This design comes from an exercise in tuning for small area and a short achievable clock period on the open sky130 flow, not from production work. Function not checked in this run: the RTL went through the layout flow alone.

==> flow/design.v <==
module sigmoid8_pla #(
    parameter WIDTH = 16,
    parameter SLICES = 8,
    parameter FP = 12
) (
    input wire clk,
    input wire rst,
    input wire signed [WIDTH - 1:0] x,
    output wire [WIDTH - 1:0] y
);
    localparam [256*13-1:0] TTAB = {13'd1183, 13'd1183, 13'd1182, 13'd1181, 13'd1183, 13'd1183, 13'd1182, 13'd1181,
        13'd1183, 13'd1183, 13'd1182, 13'd1181, 13'd1183, 13'd1183, 13'd1182, 13'd1181,
        13'd315, 13'd315, 13'd314, 13'd313, 13'd316, 13'd316, 13'd315, 13'd314,
        13'd546, 13'd546, 13'd546, 13'd546, 13'd546, 13'd546, 13'd546, 13'd546,
        13'd177, 13'd177, 13'd177, 13'd177, 13'd177, 13'd177, 13'd177, 13'd177,
        13'd180, 13'd180, 13'd180, 13'd180, 13'd177, 13'd177, 13'd177, 13'd177,
        13'd99, 13'd99, 13'd98, 13'd97, 13'd99, 13'd99, 13'd98, 13'd97,
        13'd99, 13'd99, 13'd98, 13'd97, 13'd99, 13'd99, 13'd98, 13'd97,
        13'd8191, 13'd8191, 13'd8190, 13'd8189, 13'd0, 13'd0, 13'd8191, 13'd8190,
        13'd34, 13'd34, 13'd34, 13'd34, 13'd34, 13'd34, 13'd34, 13'd34,
        13'd11, 13'd11, 13'd11, 13'd11, 13'd11, 13'd11, 13'd11, 13'd11,
        13'd8191, 13'd8191, 13'd8191, 13'd8191, 13'd11, 13'd11, 13'd11, 13'd11,
        13'd0, 13'd0, 13'd0, 13'd0, 13'd0, 13'd0, 13'd0, 13'd0,
        13'd0, 13'd0, 13'd0, 13'd0, 13'd0, 13'd0, 13'd0, 13'd0,
        13'd0, 13'd0, 13'd0, 13'd0, 13'd0, 13'd0, 13'd0, 13'd0,
        13'd0, 13'd0, 13'd0, 13'd0, 13'd0, 13'd0, 13'd0, 13'd0,
        13'd4096, 13'd4096, 13'd4096, 13'd4096, 13'd4096, 13'd4096, 13'd4096, 13'd4096,
        13'd4096, 13'd4096, 13'd4096, 13'd4096, 13'd4096, 13'd4096, 13'd4096, 13'd4096,
        13'd4096, 13'd4096, 13'd4096, 13'd4096, 13'd4096, 13'd4096, 13'd4096, 13'd4096,
        13'd4084, 13'd4084, 13'd4084, 13'd4084, 13'd4096, 13'd4096, 13'd4096, 13'd4096,
        13'd4060, 13'd4060, 13'd4060, 13'd4060, 13'd4060, 13'd4060, 13'd4060, 13'd4060,
        13'd4060, 13'd4060, 13'd4060, 13'd4060, 13'd4060, 13'd4060, 13'd4060, 13'd4060,
        13'd4036, 13'd4036, 13'd4036, 13'd4036, 13'd4037, 13'd4037, 13'd4037, 13'd4037,
        13'd4001, 13'd4001, 13'd4000, 13'd3999, 13'd4001, 13'd4001, 13'd4000, 13'd3999,
        13'd3902, 13'd3902, 13'd3901, 13'd3900, 13'd3902, 13'd3902, 13'd3901, 13'd3900,
        13'd3905, 13'd3905, 13'd3904, 13'd3903, 13'd3902, 13'd3902, 13'd3901, 13'd3900,
        13'd3518, 13'd3518, 13'd3518, 13'd3518, 13'd3518, 13'd3518, 13'd3518, 13'd3518,
        13'd3518, 13'd3518, 13'd3518, 13'd3518, 13'd3518, 13'd3518, 13'd3518, 13'd3518,
        13'd3148, 13'd3148, 13'd3148, 13'd3148, 13'd3149, 13'd3149, 13'd3149, 13'd3149,
        13'd2917, 13'd2917, 13'd2916, 13'd2915, 13'd2917, 13'd2917, 13'd2916, 13'd2915,
        13'd2050, 13'd2050, 13'd2049, 13'd2048, 13'd2050, 13'd2050, 13'd2049, 13'd2048,
        13'd2050, 13'd2050, 13'd2049, 13'd2048, 13'd2050, 13'd2050, 13'd2049, 13'd2048};
    reg [15:0] x_reg;
    always @(posedge clk) x_reg <= x;
    wire [11:0] rx = x_reg[11:0];
    wire [9:0] r3lo = {1'b0, rx[8:0]} + {1'b0, rx[7:0], 1'b0};
    wire [4:0] r3hi = {2'b0, rx[11:9]} + {1'b0, rx[11:8]};
    wire [1:0] k = (rx >= 12'd2731) ? 2'd2 : (rx >= 12'd1366) ? 2'd1 : 2'd0;
    reg [11:0]   r_reg;
    reg [8:1]    r3l_reg;
    reg [13:9]    r3h_reg, r3h1_reg;
    reg          r3c_reg;
    reg [4:0]    q_reg;
    reg [12:0]   t_reg;
    always @(posedge clk) begin
        r_reg    <= rx;
        r3l_reg  <= r3lo[8:1];
        r3h_reg  <= r3hi;
        r3h1_reg <= r3hi + 1'b1;
        r3c_reg  <= r3lo[9];
        q_reg    <= x_reg[15:11];
        t_reg    <= TTAB[{x_reg[15:11], ~|x_reg[10:0], k}*13 +: 13];
    end
    wire [13:0] r3 = {r3c_reg ? r3h1_reg : r3h_reg, r3l_reg, r_reg[0]};
    reg s23, s99, s369, s867, sc;
    always @(*) begin
        s23 = 1'b0; s99 = 1'b0; s369 = 1'b0; s867 = 1'b0; sc = 1'b0;
        case (q_reg)
            5'd20, 5'd21, 5'd22, 5'd9, 5'd10, 5'd11: s23 = 1'b1;
            5'd23, 5'd24, 5'd25, 5'd6, 5'd7, 5'd8: begin s99 = 1'b1; sc = 1'b1; end
            5'd26, 5'd27, 5'd28, 5'd3, 5'd4, 5'd5: s369 = 1'b1;
            5'd29, 5'd30, 5'd31, 5'd0, 5'd1, 5'd2: begin s867 = 1'b1; sc = 1'b1; end
            default: ;
        endcase
    end
    wire [11:0] nr = ~r_reg;
    wire [24:0] ta = ({25{s23}}  & {8'd0, r3, 3'd0}) |
                     ({25{s99}}  & {6'd0, r3, 5'd0}) |
                     ({25{s369}} & {4'd0, r3, 7'd0}) |
                     ({25{s867}} & {3'd0, r3, 8'd0}) |
                     {20'd0, s369, 3'b0, s23};
    wire [24:0] tb = ({25{s23}}  & {13'd0, nr}) |
                     ({25{s369}} & {9'd0, nr, 4'd0}) |
                     ({25{s867}} & {6'd0, r3, 5'd0});
    wire [24:0] tc = {t_reg, ({12{sc}} & r3[11:0]) | ({12{s369}} & r_reg)};
    wire [24:0] s1 = ta ^ tb ^ tc;
    wire [24:0] c1 = {(ta[23:0] & tb[23:0]) | (ta[23:0] & tc[23:0]) | (tb[23:0] & tc[23:0]), 1'b0};
    wire [8:0] lo = {1'b0, s1[7:0]} + {1'b0, c1[7:0]};
    reg [24:8] hs_reg;
    reg [24:8] hc_reg;
    reg         lc_reg;
    always @(posedge clk) begin
        hs_reg <= s1[24:8];
        hc_reg <= c1[24:8];
        lc_reg <= lo[8];
    end
    wire [24:8] ysum = hs_reg + hc_reg + {{(16){1'b0}}, lc_reg};
    reg [12:0] y_reg;
    always @(posedge clk or posedge rst) begin
        if (rst) y_reg <= 13'd0;
        else     y_reg <= ysum[24:12];
    end
    assign y = {3'b000, y_reg};
endmodule
==> flow/flow/run.sh <==
#!/bin/bash
# Own layout flow: the standard ORFS flow (standard.sh, unchanged synthesis),
# with a plain buffer on every port instead of the delay cells buffer_ports
# picks by default, and a clock tree with fewer, smaller buffers.
set -euo pipefail
export BUFFER_PORTS_ARGS="-buffer_cell ${OWN_PORT_BUF:-sky130_fd_sc_hd__buf_2}"
export CTS_ARGS="-sink_clustering_enable -repair_clock_nets -sink_clustering_size ${OWN_CTS_SIZE:-30} -sink_clustering_max_diameter ${OWN_CTS_DIAM:-80} -buf_list ${OWN_CTS_BUF:-sky130_fd_sc_hd__clkbuf_8} -dont_use_dummy_load"
bash standard.sh > standard_flow.log 2>&1
==> flow/standard.sh <==
#!/bin/bash
# synth_recipe.tcl (not shown) runs the flow's synth.tcl, then flattens the netlist and writes it again
# the make line also repeats each setting of config.mk as NAME=value (left out here)
make -C /OpenROAD-flow-scripts/flow DESIGN_CONFIG=/design/flow/config.mk WORK_HOME=/design/flow/orfs CLKGATE_MAP_FILE= SYNTH_SCRIPT=/design/flow/synth_recipe.tcl "${@:-finish}"
==> flow/config.mk <==
export PLATFORM = sky130hd
export DESIGN_NAME = sigmoid8_pla
export DESIGN_NICKNAME = sigmoid8_pla
export VERILOG_FILES = /design/flow/design.v
export SDC_FILE = /design/flow/constraint.sdc
export NUM_CORES = 4
export LEC_CHECK = 0
export CAP_MARGIN = 20
export CORE_MARGIN = 2
export CORE_UTILIZATION = 65
export SETUP_SLACK_MARGIN = 3.3
export SLEW_MARGIN = 20
==> flow/constraint.sdc <==
create_clock -name core_clock -period 5.5 [get_ports {clk}]
set_input_delay 1.1000 -clock core_clock [delete_from_list [all_inputs] [get_ports {clk}]]
set_output_delay 1.1000 -clock core_clock [all_outputs]
set_load 0.01 [all_outputs]
==> flow_summary.ini <==
[setup_path]
end_kind = register
arrival_ns = 2.54
required_ns = 5.71
cp_max_fo = 8
startpoint_type = register
crit_buf_inv = 1
crit_family = simple AND/OR/NAND/NOR gates
crit_slowest_cell = or4_1
critPathMaxStageDelay_ns = 0.48
path_class = register to register
crit_chain = inv_1 > ha_1 > and4b_2 > nand3_4 > a211oi_2 > o41ai_1 > o2111ai_1 > nor2_1 > or4_1

[synthesis]
avgSynthCellArea_sq_um = 9.751
synth_cell_types = 69
synth.most_common_cell = dfxtp_1
ys.flop_type = dfxtp_1
synth_area_leader_cell = dfxtp_1
synth_top_area_share_pct = 34.63
synth_edf_count = 0
synthArstFlopShare_pct = 11.71
syn_area_sq_um = 5665
syn_inst = 581
ys_warn_count = 1
yosys_register_bits = 111
ys_top_cells_by_count = dfxtp_1 (98), nand2_1 (61), ha_1 (55)
ys_top_cells_by_area = dfxtp_1 (35%), ha_1 (12%), fa_1 (6.4%)
yosysSeqAreaShare_pct = 40.37

[sta]
finalMaxSlewViolations = 0
fin_tns_setup_ns = 0
slew_headroom_pct = 53.51
hold_violations = 0
fin_ws_ns = 3.171
fmax_mhz = 429.3
min_period_over_period_pct = 42.35
skew_ns = 0.04529
period_needed_ns = 2.329
hold_ws_ns = 0.3219
rsz0062_at_grt = yes
tightest_slew_ns = 0.6948
setup_viol = 0

[global_routing]
antenna_found_initial = 0
grt_pass1_vias = 4137
grt_max_degree = 30
grt_overflow = 0
track_usage_pct = 26.52
grt_pass1_wl_um = 20490

[final_layout]
fill_cells = 576
largest_reg_flops = 17
diodes = 0
final_util_pct = 76.11
drive_above_1_share_pct = 24.88
area_growth_pct = 15.44
finalInstanceArea_sq_um = 6540
nets = 728
finalNonFillerCells = 743

[route]
dr_wl_met2_um = 6214
met3_length_um = 1114
highest_layer = met4
vias = 4622
drc = 0
wl_per_cell_um = 18.23
wl_um = 13540
drt_first_iter_violations = 375
postRouteAntennaNets = 0
dr.pass1.iters = 7
viasPerCell = 6.221
wirelength_met1_um = 5795

[power]
p_leak_nw = 2.953
p_per_area_nw_per_um2 = 311.9
vdd_ir_drop_max_mv = 0.1653
fin_total_pwr_mw = 2.040

[clock_network]
root_buffer = clkbuf_8
path_clk_slew_ns = 0.12
htree_levels = 3
cts_hold_buf = 0
numCtsBuffers = 9
cts.sinks = 111
tritoncts = built
clock_latency_ns = 0.38
cts_buffer_depth = 2

[placement]
io_buffers = 30
placed_area_sq_um = 5814
pre_cts_slack_ns = 2.716
gp_congestion = 0.9189
dp_hpwl_um = 8489
placed_cells = 693

[die]
dieHeight_um = 97.36
initial_utilization_pct = 65.93
die_area_sq_um = 9479
ios = 34
coreArea_sq_um = 8593
std_cell_rows = 34
fp.dieW_um = 97.36

[job]
drv_cap = 0

[min_path]
hold_path_class = register to register

[status]
status = complete, no violations
worst paths after layout:
check / slack (ns) / cells after the start / start / endpoint
max in group asynchronous: 4.45 / 2 / rst / y_reg[0]
min: 0.32 / 0 / t_reg[10] / hs_reg[22]
max reg2reg: 3.17 / 9 / x_reg[1] / t_reg[0]
min reg2reg: 0.32 / 0 / t_reg[10] / hs_reg[22]
max: 3.17 / 9 / x_reg[1] / t_reg[0]
min in group asynchronous: 0.71 / 2 / rst / y_reg[11]
what timing repair did:
item / CTS / global route
setup endpoints to repair: 14 / 12
gates resized for setup: 54 / 39
buffers inserted: 15 / 24
pin swaps: 14 / 19
gates cloned: 1 / 1
metal layers:
layer | track usage (%) | vias up
met5 | 0 | -
met4 | 10.15 | 0
met1 | 36.94 | 2110
met3 | 3.813 | 47
met2 | 42.07 | 295
li1 | - | 2170
layout make-up:
| class | count | area (sq um) | area share (%) |
|---|---|---|---|
| well taps | 108 | 135.1 | 2.066 |
| inverters | 40 | 163.9 | 2.506 |
| flip-flops and latches | 111 | 2338 | 35.76 |
| repair inverters | 1 | 5.005 | 0.07653 |
| clock buffers | 9 | 123.9 | 1.894 |
| multi-input cells | 404 | 3322 | 50.79 |
| repair buffers | 70 | 451.7 | 6.906 |
cell usage in the layout (no fill, tap or decap), types with 5 or more instances in the layout:
master / n
dfxtp_1: 79
nand2_1: 60
ha_1: 47
buf_4: 38
a21oi_1: 36
buf_2: 31
inv_1: 30
nor2_1: 26
o21ai_0: 22
fa_1: 18
xnor2_1: 14
dfrtp_1: 13
nand3_1: 12
a22o_1: 11
dfxtp_4: 11
o211ai_1: 10
xor2_1: 9
clkbuf_8: 9
a22oi_1: 8
dfxtp_2: 8
nor3_1: 7
a222oi_1: 7
o21ai_1: 6
mux2_2: 6
a21o_1: 6
inv_2: 5
o221ai_1: 5
ha_4: 5
report_power, final:
group / switching (mW) / total (mW) / internal [mW]
Clock: 0.234 / 0.381 / 0.148
Sequential: 0.0932 / 1.05 / 0.953
Combinational: 0.337 / 0.612 / 0.275
Total: 0.663 / 2.04 / 1.38
cells by family (layout without fill, tap and decap cells):
family | Yosys count | count (layout) | synth area share, %
fa+ha+maj | 74 | 74 | 18.68
other cells | 1 | 3 | 0.06619
flops | 111 | 111 | 40.37
compound gates | 162 | 163 | 19.99
simple gates | 133 | 133 | 10.47
buf+inv | 69 | 120 | 5.322
mux | 8 | 8 | 1.546
xor+xnor | 23 | 23 | 3.556

==> port drivers added, routing unchanged <==
No port has a modelled driver above. Below, the same layout with a new extraction and two added sets of constraints.
Step 1 assumes that a clkbuf_16 drives the clock port and a buf_2 every other input.
Step 2 also shifts input and output timing later by t, the mid clock arrival at the registers, as if the neighbouring blocks saw the same clock.
a / b / c = ideal ports / drivers / drivers and shift; a / b = the first two.
t, ns: 0.392
setup WS [ns]: 3.171 / 3.171 / 3.171
worst setup path after step 2: register to register
After both steps setup and hold are still met in this run. For this run, drivers alone change the setup slack by 0.000 ns; drivers and shift together by 0.000 ns.
